Source: an optimization exercise on an open RTL-to-GDS flow (aim: small area, a short achievable clock period and few clock cycles). Production flows keep margins and buffers that such runs may drop.
In this exercise RTL edits were held to simulation tests only and were not proved equivalent to the original.

== the baseline ==
==> flow/design.v (excerpt) <==
module kf_top
#(parameter W=24, parameter FRAC=14, parameter NR=40, parameter ADDRW=6)
(
  input              clk,
  input              rst_n,
  input              start,
  input  [W-1:0]     data_in,
  output reg         ready,
  output [W-1:0]     result_out,
  output reg         au_done
);
clock: 10.0 ns
lec_check: 0
abc_area: 1
cap_margin: 20
core_margin: 2
core_utilization: 40
place_density: 0.6
setup_slack_margin: 5
slew_margin: 20
synth_hierarchical: 1
run.sh (not shown) runs the stock make flow with config.mk's settings and CLKGATE_MAP_FILE= SYNTH_SCRIPT=/design/flow/synth_recipe.tcl, a recipe that flattens the netlist after the stock synthesis.
The baseline went all the way through the flow, and no timing, DRC or antenna check failed.
Testbench counts of the baseline, summed over its fixed seeds: cycles 7,763.
Here is what was changed in the inputs of the candidate compared with the baseline.
diff --git a/flow/design.v b/flow/design.v
--- a/flow/design.v
+++ b/flow/design.v
@@ -50,19 +50,35 @@
     begin
       case (i)
         2'd0:    chunk = {v[7:0], 1'b0};
         2'd1:    chunk = v[15:7];
         default: chunk = {1'b0, v[22:15]};
       endcase
     end
   endfunction
+  wire [23:0] am  = {1'b0, AR[22:0]};
+  wire [23:0] am2 = {AR[22:0], 1'b0};
+  wire [23:0] row [0:3];
+  wire [3:0]  ng;
+  genvar gk;
+  generate
+    for (gk = 0; gk < 4; gk = gk + 1) begin : brow
+      assign ng[gk]  = BSEL[3*gk+2];
+      assign row[gk] = (({24{BSEL[3*gk]}} & am) | ({24{BSEL[3*gk+1]}} & am2)) ^ {24{ng[gk]}};
+    end
+  endgenerate
   wire [36:0] acc_sh = mfirst ? 37'd0 : {ACC[28:0], 8'd0};
-  wire [36:0] msum;
-  mulstep MUL (.acc(acc_sh), .a(AR[22:0]), .bsel(BSEL), .sum(msum));
+  wire [36:0] op0 = {12'd0, ~ng[0], row[0]};
+  wire [36:0] op1 = {10'd0, ~ng[1], row[1], 2'd0};
+  wire [36:0] op2 = {8'd0,  ~ng[2], row[2], 4'd0};
+  wire [36:0] op3 = {6'd0,  ~ng[3], row[3], 6'd0};
+  wire [36:0] opn = {30'd0, ng[3], 1'b0, ng[2], 1'b0, ng[1], 1'b0, ng[0]};
+  localparam [36:0] SEXT = 37'h1FAB000000;    
+  wire [36:0] msum  = acc_sh + op0 + op1 + op2 + op3 + opn + SEXT;
   wire [22:0] mprod = msum[36:14];
   wire        m3div  = sDIV & ((dcnt == 4'd5 & qtop2) | dcnt == 4'd1);
   wire        mP     = sM1 | sM2 | sM4 | px;           
   wire        mB     = mP | m3div | sM3;
   wire        mlast  = (mP & (mcnt == 2'd0)) | sM3;
   wire [1:0]  ptop   = top_chunk(PHI[22:0]);
   wire        mstart  = (sLOAD & (lc == 3'd5)) | ((sM1 | sM2 | sM3) & (mcnt == 2'd0));
   wire [1:0]  cidx    = mstart ? ptop : mcnt - 2'd1;
@@ -82,19 +98,22 @@
   wire        b_q    = sOP1 | sOP2;
   wire        sub_op = sDIV;
   wire [23:0] sa_in  = a_prod ? {accs, ACC[36:14]} : (sOP2 ? R : Y);
   wire [23:0] sb_in  = b_q ? Q : X;
   wire [23:0] smres;
   smadd SMA (.a(sa_in), .b({sb_in[23] ^ sub_op, sb_in[22:0]}), .y(smres));
   wire        dz   = ~|R[22:0];    
   wire [22:0] dmag = dz ? 23'h7FFFFE : R[22:0];
-  wire        b1, b2;
-  wire [22:0] rv;
-  divstep DIVS (.r(REM), .d(dmag), .b1(b1), .b2(b2), .rv(rv));
+  wire [24:0] t1  = {1'b0, REM} - {2'b0, dmag};
+  wire        b1  = ~t1[24];
+  wire [23:0] r1  = b1 ? {t1[22:0], 1'b0} : {REM[22:0], 1'b0};
+  wire [24:0] t2  = {1'b0, r1} - {2'b0, dmag};
+  wire        b2  = ~t2[24];
+  wire [22:0] rv  = b2 ? t2[22:0] : r1[22:0];
   wire        dsm = ~dz && (R[22:6] == 17'd0) && (!R[5] || R[4:0] == 5'd0);
   wire        qb1 = dsm ? ~dfirst : b1;
   wire        qb0 = dsm | b2;
   wire [22:0] qr     = Q[22:0] | R[22:0];
   wire        dfast  = (Q[23] == R[23]) && (|qr[22:6]);
   wire        pxdone = !px || mcnt == 2'd0;
   reg  [3:0]  fm;
   always @* begin
@@ -259,36 +278,8 @@
       r = {sa & (|ma | |b[22:0]), gt ? 23'h7FFFFF : s0};
     else if (gt | eq)
       r = {sa & gt, s1};
     else
       r = {~sa, ~s0};
   end
   assign y = r;
 endmodule
-module mulstep(input [36:0] acc, input [22:0] a, input [11:0] bsel, output [36:0] sum);
-  wire [23:0] am  = {1'b0, a};
-  wire [23:0] am2 = {a, 1'b0};
-  wire [23:0] row [0:3];
-  wire [3:0]  ng;
-  genvar gk;
-  generate
-    for (gk = 0; gk < 4; gk = gk + 1) begin : brow
-      assign ng[gk]  = bsel[3*gk+2];
-      assign row[gk] = (({24{bsel[3*gk]}} & am) | ({24{bsel[3*gk+1]}} & am2)) ^ {24{ng[gk]}};
-    end
-  endgenerate
-  wire [36:0] op0 = {12'd0, ~ng[0], row[0]};
-  wire [36:0] op1 = {10'd0, ~ng[1], row[1], 2'd0};
-  wire [36:0] op2 = {8'd0,  ~ng[2], row[2], 4'd0};
-  wire [36:0] op3 = {6'd0,  ~ng[3], row[3], 6'd0};
-  wire [36:0] opn = {30'd0, ng[3], 1'b0, ng[2], 1'b0, ng[1], 1'b0, ng[0]};
-  localparam [36:0] SEXT = 37'h1FAB000000;    
-  assign sum = acc + op0 + op1 + op2 + op3 + opn + SEXT;
-endmodule
-module divstep(input [23:0] r, input [22:0] d, output b1, output b2, output [22:0] rv);
-  wire [24:0] t1  = {1'b0, r} - {2'b0, d};
-  assign      b1  = ~t1[24];
-  wire [23:0] r1  = b1 ? {t1[22:0], 1'b0} : {r[22:0], 1'b0};
-  wire [24:0] t2  = {1'b0, r1} - {2'b0, d};
-  assign      b2  = ~t2[24];
-  assign      rv  = b2 ? t2[22:0] : r1[22:0];
-endmodule
Results
- After detailed routing, the baseline needs more wire than the candidate.
- Total via count after detailed routing ended up 1,791 lower on the candidate than on the baseline.
- The candidate ends up with lower number of rows in the core area than the baseline does.
- The candidate vs. the baseline: number of vias per cell after detailed routing higher, number of placed instances, taps included lower.
- The share of the clock period used by the worst path reported for the candidate is greater than that of the baseline by 3.5 points.
- Re synthesized area: the baseline was higher than the candidate.
- Comparing routed metal-1 wire length for the baseline and the candidate, the smaller number came from the candidate.
- Footprint of the multi-input gates: the candidate vs the baseline down about 4.4%
Testbench counts of the candidate, summed over its fixed seeds: cycles 7,763.

========
The RTL this note starts from:
==> flow/design.v <==
`timescale 1ns/1ps
module kf_top
#(parameter W=24, parameter FRAC=14, parameter NR=40, parameter ADDRW=6)
(
  input              clk,
  input              rst_n,
  input              start,
  input  [W-1:0]     data_in,
  output reg         ready,
  output [W-1:0]     result_out,
  output reg         au_done
);
  reg sLOAD, sM1, sM2, sOP1, sOP2, sDI, sDIV, sM3, sM4, sOP4;
  reg [2:0]  lc;           
  reg [1:0]  mcnt;         
  reg        mfirst;       
  reg        px;           
  reg        dfirst;       
  reg [3:0]  dcnt;         
  reg        accs;         
  reg        qtop2;        
  reg [23:0] PHI, Q, R, X, Y, AR;
  reg [36:0] ACC;
  reg [23:0] REM;
  reg [11:0] BSEL;         
  assign result_out = X;
  function [1:0] top_chunk;
    input [22:0] v;
    begin
      if      (|v[22:15]) top_chunk = 2'd2;
      else if (|v[14:7])  top_chunk = 2'd1;
      else                top_chunk = 2'd0;
    end
  endfunction
  function [11:0] booth;
    input [8:0] c;
    integer k;
    begin
      for (k = 0; k < 4; k = k + 1) begin
        booth[3*k]   = c[2*k+1] ^ c[2*k];                                   
        booth[3*k+1] = (c[2*k+2] & ~c[2*k+1] & ~c[2*k]) |
                       (~c[2*k+2] & c[2*k+1] & c[2*k]);                     
        booth[3*k+2] = c[2*k+2] & ~(c[2*k+1] & c[2*k]);                     
      end
    end
  endfunction
  function [8:0] chunk;
    input [22:0] v;
    input [1:0]  i;
    begin
      case (i)
        2'd0:    chunk = {v[7:0], 1'b0};
        2'd1:    chunk = v[15:7];
        default: chunk = {1'b0, v[22:15]};
      endcase
    end
  endfunction
  wire [36:0] acc_sh = mfirst ? 37'd0 : {ACC[28:0], 8'd0};
  wire [36:0] msum;
  mulstep MUL (.acc(acc_sh), .a(AR[22:0]), .bsel(BSEL), .sum(msum));
  wire [22:0] mprod = msum[36:14];
  wire        m3div  = sDIV & ((dcnt == 4'd5 & qtop2) | dcnt == 4'd1);
  wire        mP     = sM1 | sM2 | sM4 | px;           
  wire        mB     = mP | m3div | sM3;
  wire        mlast  = (mP & (mcnt == 2'd0)) | sM3;
  wire [1:0]  ptop   = top_chunk(PHI[22:0]);
  wire        mstart  = (sLOAD & (lc == 3'd5)) | ((sM1 | sM2 | sM3) & (mcnt == 2'd0));
  wire [1:0]  cidx    = mstart ? ptop : mcnt - 2'd1;
  reg  [8:0]  bchunk;
  always @* begin
    if (sDIV)
      case (dcnt)
        4'd6:    bchunk = {1'b0, Y[22:15]};
        4'd2:    bchunk = Y[15:7];
        default: bchunk = {Y[7:2], qb1, qb0, 1'b0};
      endcase
    else
      bchunk = chunk(PHI[22:0], cidx);
  end
  wire [11:0] bnext   = booth(bchunk);
  wire        a_prod = sOP1 | sOP4;
  wire        b_q    = sOP1 | sOP2;
  wire        sub_op = sDIV;
  wire [23:0] sa_in  = a_prod ? {accs, ACC[36:14]} : (sOP2 ? R : Y);
  wire [23:0] sb_in  = b_q ? Q : X;
  wire [23:0] smres;
  smadd SMA (.a(sa_in), .b({sb_in[23] ^ sub_op, sb_in[22:0]}), .y(smres));
  wire        dz   = ~|R[22:0];    
  wire [22:0] dmag = dz ? 23'h7FFFFE : R[22:0];
  wire        b1, b2;
  wire [22:0] rv;
  divstep DIVS (.r(REM), .d(dmag), .b1(b1), .b2(b2), .rv(rv));
  wire        dsm = ~dz && (R[22:6] == 17'd0) && (!R[5] || R[4:0] == 5'd0);
  wire        qb1 = dsm ? ~dfirst : b1;
  wire        qb0 = dsm | b2;
  wire [22:0] qr     = Q[22:0] | R[22:0];
  wire        dfast  = (Q[23] == R[23]) && (|qr[22:6]);
  wire        pxdone = !px || mcnt == 2'd0;
  reg  [3:0]  fm;
  always @* begin
    if      (|qr[22:21]) fm = 4'd10;
    else if (|qr[20:19]) fm = 4'd9;
    else if (|qr[18:17]) fm = 4'd8;
    else if (|qr[16:15]) fm = 4'd7;
    else if (|qr[14:13]) fm = 4'd6;
    else if (|qr[12:11]) fm = 4'd5;
    else if (|qr[10:9])  fm = 4'd4;
    else if (|qr[8:7])   fm = 4'd3;
    else                 fm = 4'd2;
  end
  reg [23:0] finit;
  always @* begin
    finit = 24'd0;
    finit[{fm, 1'b1}] = 1'b1;
  end
  always @(posedge clk) begin
    if (mB) ACC <= msum;
    BSEL <= bnext;
    if (sOP2 | sDI) begin
      REM  <= (sOP2 & dfast) ? finit : 24'd32;
      dcnt <= (sOP2 & dfast) ? 4'd13 - fm : 4'd11;
    end else begin
      REM  <= {rv, 1'b0};
      dcnt <= dcnt - 4'd1;
    end
  end
  always @(posedge clk) begin
    if (!rst_n) begin
      ready <= 1'b1; au_done <= 1'b0;
      sLOAD <= 1'b0; sM1 <= 1'b0; sM2 <= 1'b0; sOP1 <= 1'b0; sOP2 <= 1'b0;
      sDI <= 1'b0; sDIV <= 1'b0; sM3 <= 1'b0; sM4 <= 1'b0; sOP4 <= 1'b0;
      px <= 1'b0; lc <= 3'd0; mfirst <= 1'b0; mcnt <= 2'd0;
    end else begin
      au_done <= 1'b0;
      if (mB) begin
        mfirst <= mlast;
        if (mP && mcnt != 2'd0) mcnt <= mcnt - 2'd1;
      end
      if (px && mcnt == 2'd0) begin
        px <= 1'b0;
        X  <= {X[23] ^ PHI[23], mprod};
      end
      if (ready && start) begin
        ready <= 1'b0; sLOAD <= 1'b1; lc <= 3'd1;
      end
      if (sLOAD) begin
        lc <= lc + 3'd1;
        case (lc)
          3'd1: PHI <= data_in;
          3'd2: Q   <= data_in;
          3'd3: R   <= data_in;
          3'd4: X   <= data_in;
          default: begin
            AR <= data_in;
            sLOAD <= 1'b0; sM1 <= 1'b1;
            mcnt <= ptop; mfirst <= 1'b1;
          end
        endcase
      end
      if (sM1) begin
        if (mfirst) Y <= data_in;
        if (mcnt == 2'd0) begin
          AR <= {AR[23] ^ PHI[23], mprod};
          sM1 <= 1'b0; sM2 <= 1'b1;
          mcnt <= ptop;
        end
      end
      if (sM2 && mcnt == 2'd0) begin
        accs <= AR[23] ^ PHI[23];
        AR   <= X;
        sM2 <= 1'b0; sOP1 <= 1'b1;
        mcnt <= ptop; px <= 1'b1;
      end
      if (sOP1) begin
        Q <= smres;
        sOP1 <= 1'b0; sOP2 <= 1'b1;
      end
      if (sOP2) begin
        R    <= smres;
        sOP2 <= 1'b0;
        dfirst <= 1'b1;
        qtop2 <= ~dfast | (fm <= 4'd6);
        if (pxdone) begin
          AR   <= Q;                   
          sDIV <= 1'b1;
        end else
          sDI <= 1'b1;                 
      end
      if (sDI) begin
        AR     <= Q;
        qtop2  <= 1'b1;
        sDI <= 1'b0; sDIV <= 1'b1;
      end
      if (sDIV) begin
        if (dfirst) begin
          PHI <= smres;                
          Y   <= 24'd0;
        end
        Y[{dcnt, 1'b1}] <= qb1;
        Y[{dcnt, 1'b0}] <= qb0;
        dfirst <= 1'b0;
        if (dcnt == 4'd0) begin
          sDIV <= 1'b0; sM3 <= 1'b1;
        end
      end
      if (sM3) begin
        AR   <= {Q[23] ^ R[23], mprod};    
        mcnt <= ptop;                      
        sM3 <= 1'b0; sM4 <= 1'b1;
      end
      if (sM4 && mcnt == 2'd0) begin
        accs <= AR[23] ^ PHI[23];
        sM4 <= 1'b0; sOP4 <= 1'b1;
      end
      if (sOP4) begin
        X <= smres;
        ready <= 1'b1; au_done <= 1'b1;
        sOP4 <= 1'b0;
      end
    end
  end
endmodule
module smadd(input [23:0] a, input [23:0] b, output [23:0] y);
  wire        sa   = a[23];
  wire        esub = a[23] ^ b[23];
  wire [22:0] ma   = a[22:0];
  wire [22:0] yb   = b[22:0] ^ {23{esub}};
  wire [22:0] g0   = ma & yb;
  wire [22:0] p0   = ma ^ yb;
  wire [22:0] g [0:5];
  wire [22:0] p [0:5];
  assign g[0] = g0; assign p[0] = p0;
  genvar l, i;
  generate
    for (l = 0; l < 5; l = l + 1) begin : lv
      for (i = 0; i < 23; i = i + 1) begin : bt
        if ((i >> l) & 1) begin : cmb
          localparam integer j = ((i >> l) << l) - 1;
          assign g[l+1][i] = g[l][i] | (p[l][i] & g[l][j]);
          assign p[l+1][i] = p[l][i] & p[l][j];
        end else begin : pas
          assign g[l+1][i] = g[l][i];
          assign p[l+1][i] = p[l][i];
        end
      end
    end
  endgenerate
  wire [22:0] G = g[5];
  wire [22:0] P = p[5];
  wire [22:0] c0 = {G[21:0], 1'b0};
  wire [22:0] c1 = {G[21:0] | P[21:0], 1'b1};
  wire [22:0] s0 = p0 ^ c0;
  wire [22:0] s1 = p0 ^ c1;
  wire        gt = G[22];              
  wire        eq = P[22];              
  reg  [23:0] r;
  always @* begin
    if (!esub)
      r = {sa & (|ma | |b[22:0]), gt ? 23'h7FFFFF : s0};
    else if (gt | eq)
      r = {sa & gt, s1};
    else
      r = {~sa, ~s0};
  end
  assign y = r;
endmodule
module mulstep(input [36:0] acc, input [22:0] a, input [11:0] bsel, output [36:0] sum);
  wire [23:0] am  = {1'b0, a};
  wire [23:0] am2 = {a, 1'b0};
  wire [23:0] row [0:3];
  wire [3:0]  ng;
  genvar gk;
  generate
    for (gk = 0; gk < 4; gk = gk + 1) begin : brow
      assign ng[gk]  = bsel[3*gk+2];
      assign row[gk] = (({24{bsel[3*gk]}} & am) | ({24{bsel[3*gk+1]}} & am2)) ^ {24{ng[gk]}};
    end
  endgenerate
  wire [36:0] op0 = {12'd0, ~ng[0], row[0]};
  wire [36:0] op1 = {10'd0, ~ng[1], row[1], 2'd0};
  wire [36:0] op2 = {8'd0,  ~ng[2], row[2], 4'd0};
  wire [36:0] op3 = {6'd0,  ~ng[3], row[3], 6'd0};
  wire [36:0] opn = {30'd0, ng[3], 1'b0, ng[2], 1'b0, ng[1], 1'b0, ng[0]};
  localparam [36:0] SEXT = 37'h1FAB000000;    
  assign sum = acc + op0 + op1 + op2 + op3 + opn + SEXT;
endmodule
module divstep(input [23:0] r, input [22:0] d, output b1, output b2, output [22:0] rv);
  wire [24:0] t1  = {1'b0, r} - {2'b0, d};
  assign      b1  = ~t1[24];
  wire [23:0] r1  = b1 ? {t1[22:0], 1'b0} : {r[22:0], 1'b0};
  wire [24:0] t2  = {1'b0, r1} - {2'b0, d};
  assign      b2  = ~t2[24];
  assign      rv  = b2 ? t2[22:0] : r1[22:0];
endmodule
==> flow/config.mk <==
export PLATFORM = sky130hd
export DESIGN_NAME = kf_top
export DESIGN_NICKNAME = kf_top
export VERILOG_FILES = /design/flow/design.v
export SDC_FILE = /design/flow/constraint.sdc
export NUM_CORES = 4
export LEC_CHECK = 0
export ABC_AREA = 1
export CAP_MARGIN = 20
export CORE_MARGIN = 2
export CORE_UTILIZATION = 40
export PLACE_DENSITY = 0.6
export SETUP_SLACK_MARGIN = 5
export SLEW_MARGIN = 20
export SYNTH_HIERARCHICAL = 1
==> flow/constraint.sdc <==
create_clock -name core_clock -period 10.0 [get_ports {clk}]
set_input_delay 2.0000 -clock core_clock [delete_from_list [all_inputs] [get_ports {clk}]]
set_output_delay 2.0000 -clock core_clock [all_outputs]
set_load 0.01 [all_outputs]
Testbench counts at the start, summed over its fixed seeds: cycles 7,763.
Then changed:
--- a/flow/design.v
+++ b/flow/design.v
@@ -24,5 +24,5 @@
   reg [23:0] REM;
   reg [11:0] BSEL;         
-  assign result_out = X;
+  assign result_out = Q;           
   function [1:0] top_chunk;
     input [22:0] v;
@@ -86,10 +86,9 @@
   wire [23:0] smres;
   smadd SMA (.a(sa_in), .b({sb_in[23] ^ sub_op, sb_in[22:0]}), .y(smres));
-  wire        dz   = ~|R[22:0];    
+  reg         dz, dsm;
   wire [22:0] dmag = dz ? 23'h7FFFFE : R[22:0];
   wire        b1, b2;
   wire [22:0] rv;
   divstep DIVS (.r(REM), .d(dmag), .b1(b1), .b2(b2), .rv(rv));
-  wire        dsm = ~dz && (R[22:6] == 17'd0) && (!R[5] || R[4:0] == 5'd0);
   wire        qb1 = dsm ? ~dfirst : b1;
   wire        qb0 = dsm | b2;
@@ -139,5 +138,5 @@
       if (px && mcnt == 2'd0) begin
         px <= 1'b0;
-        X  <= {X[23] ^ PHI[23], mprod};
+        X[23] <= X[23] ^ PHI[23];
       end
       if (ready && start) begin
@@ -161,5 +160,5 @@
         if (mfirst) Y <= data_in;
         if (mcnt == 2'd0) begin
-          AR <= {AR[23] ^ PHI[23], mprod};
+          AR[23] <= AR[23] ^ PHI[23];
           sM1 <= 1'b0; sM2 <= 1'b1;
           mcnt <= ptop;
@@ -173,5 +172,4 @@
       end
       if (sOP1) begin
-        Q <= smres;
         sOP1 <= 1'b0; sOP2 <= 1'b1;
       end
@@ -181,5 +179,7 @@
         dfirst <= 1'b1;
         qtop2 <= ~dfast | (fm <= 4'd6);
-        if (pxdone) begin
+        dz   <= 1'b0;
+        dsm  <= 1'b0;
+        if (dfast && pxdone) begin
           AR   <= Q;                   
           sDIV <= 1'b1;
@@ -190,4 +190,6 @@
         AR     <= Q;
         qtop2  <= 1'b1;
+        dz     <= ~|R[22:0];
+        dsm    <= |R[22:0] && (R[22:6] == 17'd0) && (!R[5] || R[4:0] == 5'd0);
         sDI <= 1'b0; sDIV <= 1'b1;
       end
@@ -205,5 +207,5 @@
       end
       if (sM3) begin
-        AR   <= {Q[23] ^ R[23], mprod};    
+        AR[23] <= Q[23] ^ R[23];           
         mcnt <= ptop;                      
         sM3 <= 1'b0; sM4 <= 1'b1;
@@ -214,8 +216,10 @@
       end
       if (sOP4) begin
-        X <= smres;
         ready <= 1'b1; au_done <= 1'b1;
         sOP4 <= 1'b0;
       end
+      if ((sM1 && mcnt == 2'd0) || sM3) AR[22:0] <= mprod;    
+      if (px && mcnt == 2'd0)           X[22:0]  <= mprod;    
+      if (sOP1 | sOP4)                  Q        <= smres;    
     end
   end
After rerunning:
- sequential cell count rises by 2
- count of clock-buffer cells in the layout rises by 6
- hold slack loses 3.6 ps
- utilization falls by 2.2 points
- non-clock buffer count falls by 70
- register-to-register slack barely changes
- clock skew falls by 19 ps
Testbench counts after the change, summed over its fixed seeds: cycles 7,763.

## separate check: timing with driven ports
No port has a modelled driver above. Below, the same layouts with a new extraction and two added sets of constraints.
Step 1, drivers: a clkbuf_16 drives clk and a buf_2 each remaining input, both assumed.
Step 2 times the ports against the registers' clock, not the clock port: input delays grow and output delays shrink by t, the midpoint of the rising clock arrivals with the driver on.
a / b / c = ideal ports / drivers / drivers and shift; a / b = the first two.
run | t, ns | slack for setup (ns) | hold WS [ns] | worst register clock-pin slew, ns
the baseline | 0.671 | 5.193 / 5.193 / 5.193 | 0.483 / 0.483 / 0.483 | 0.07 / 0.07
the candidate | 0.649 | 4.843 / 4.843 / 4.843 | 0.477 / 0.477 / 0.477 | 0.07 / 0.07
the first run of note 2 | 0.684 | 5.087 / 5.087 / 5.087 | 0.491 / 0.491 / 0.491 | 0.07 / 0.07
the second run of note 2 | 0.647 | 5.099 / 5.099 / 5.099 | 0.487 / 0.487 / 0.487 | 0.07 / 0.07
After both steps setup and hold are still met in every run listed.
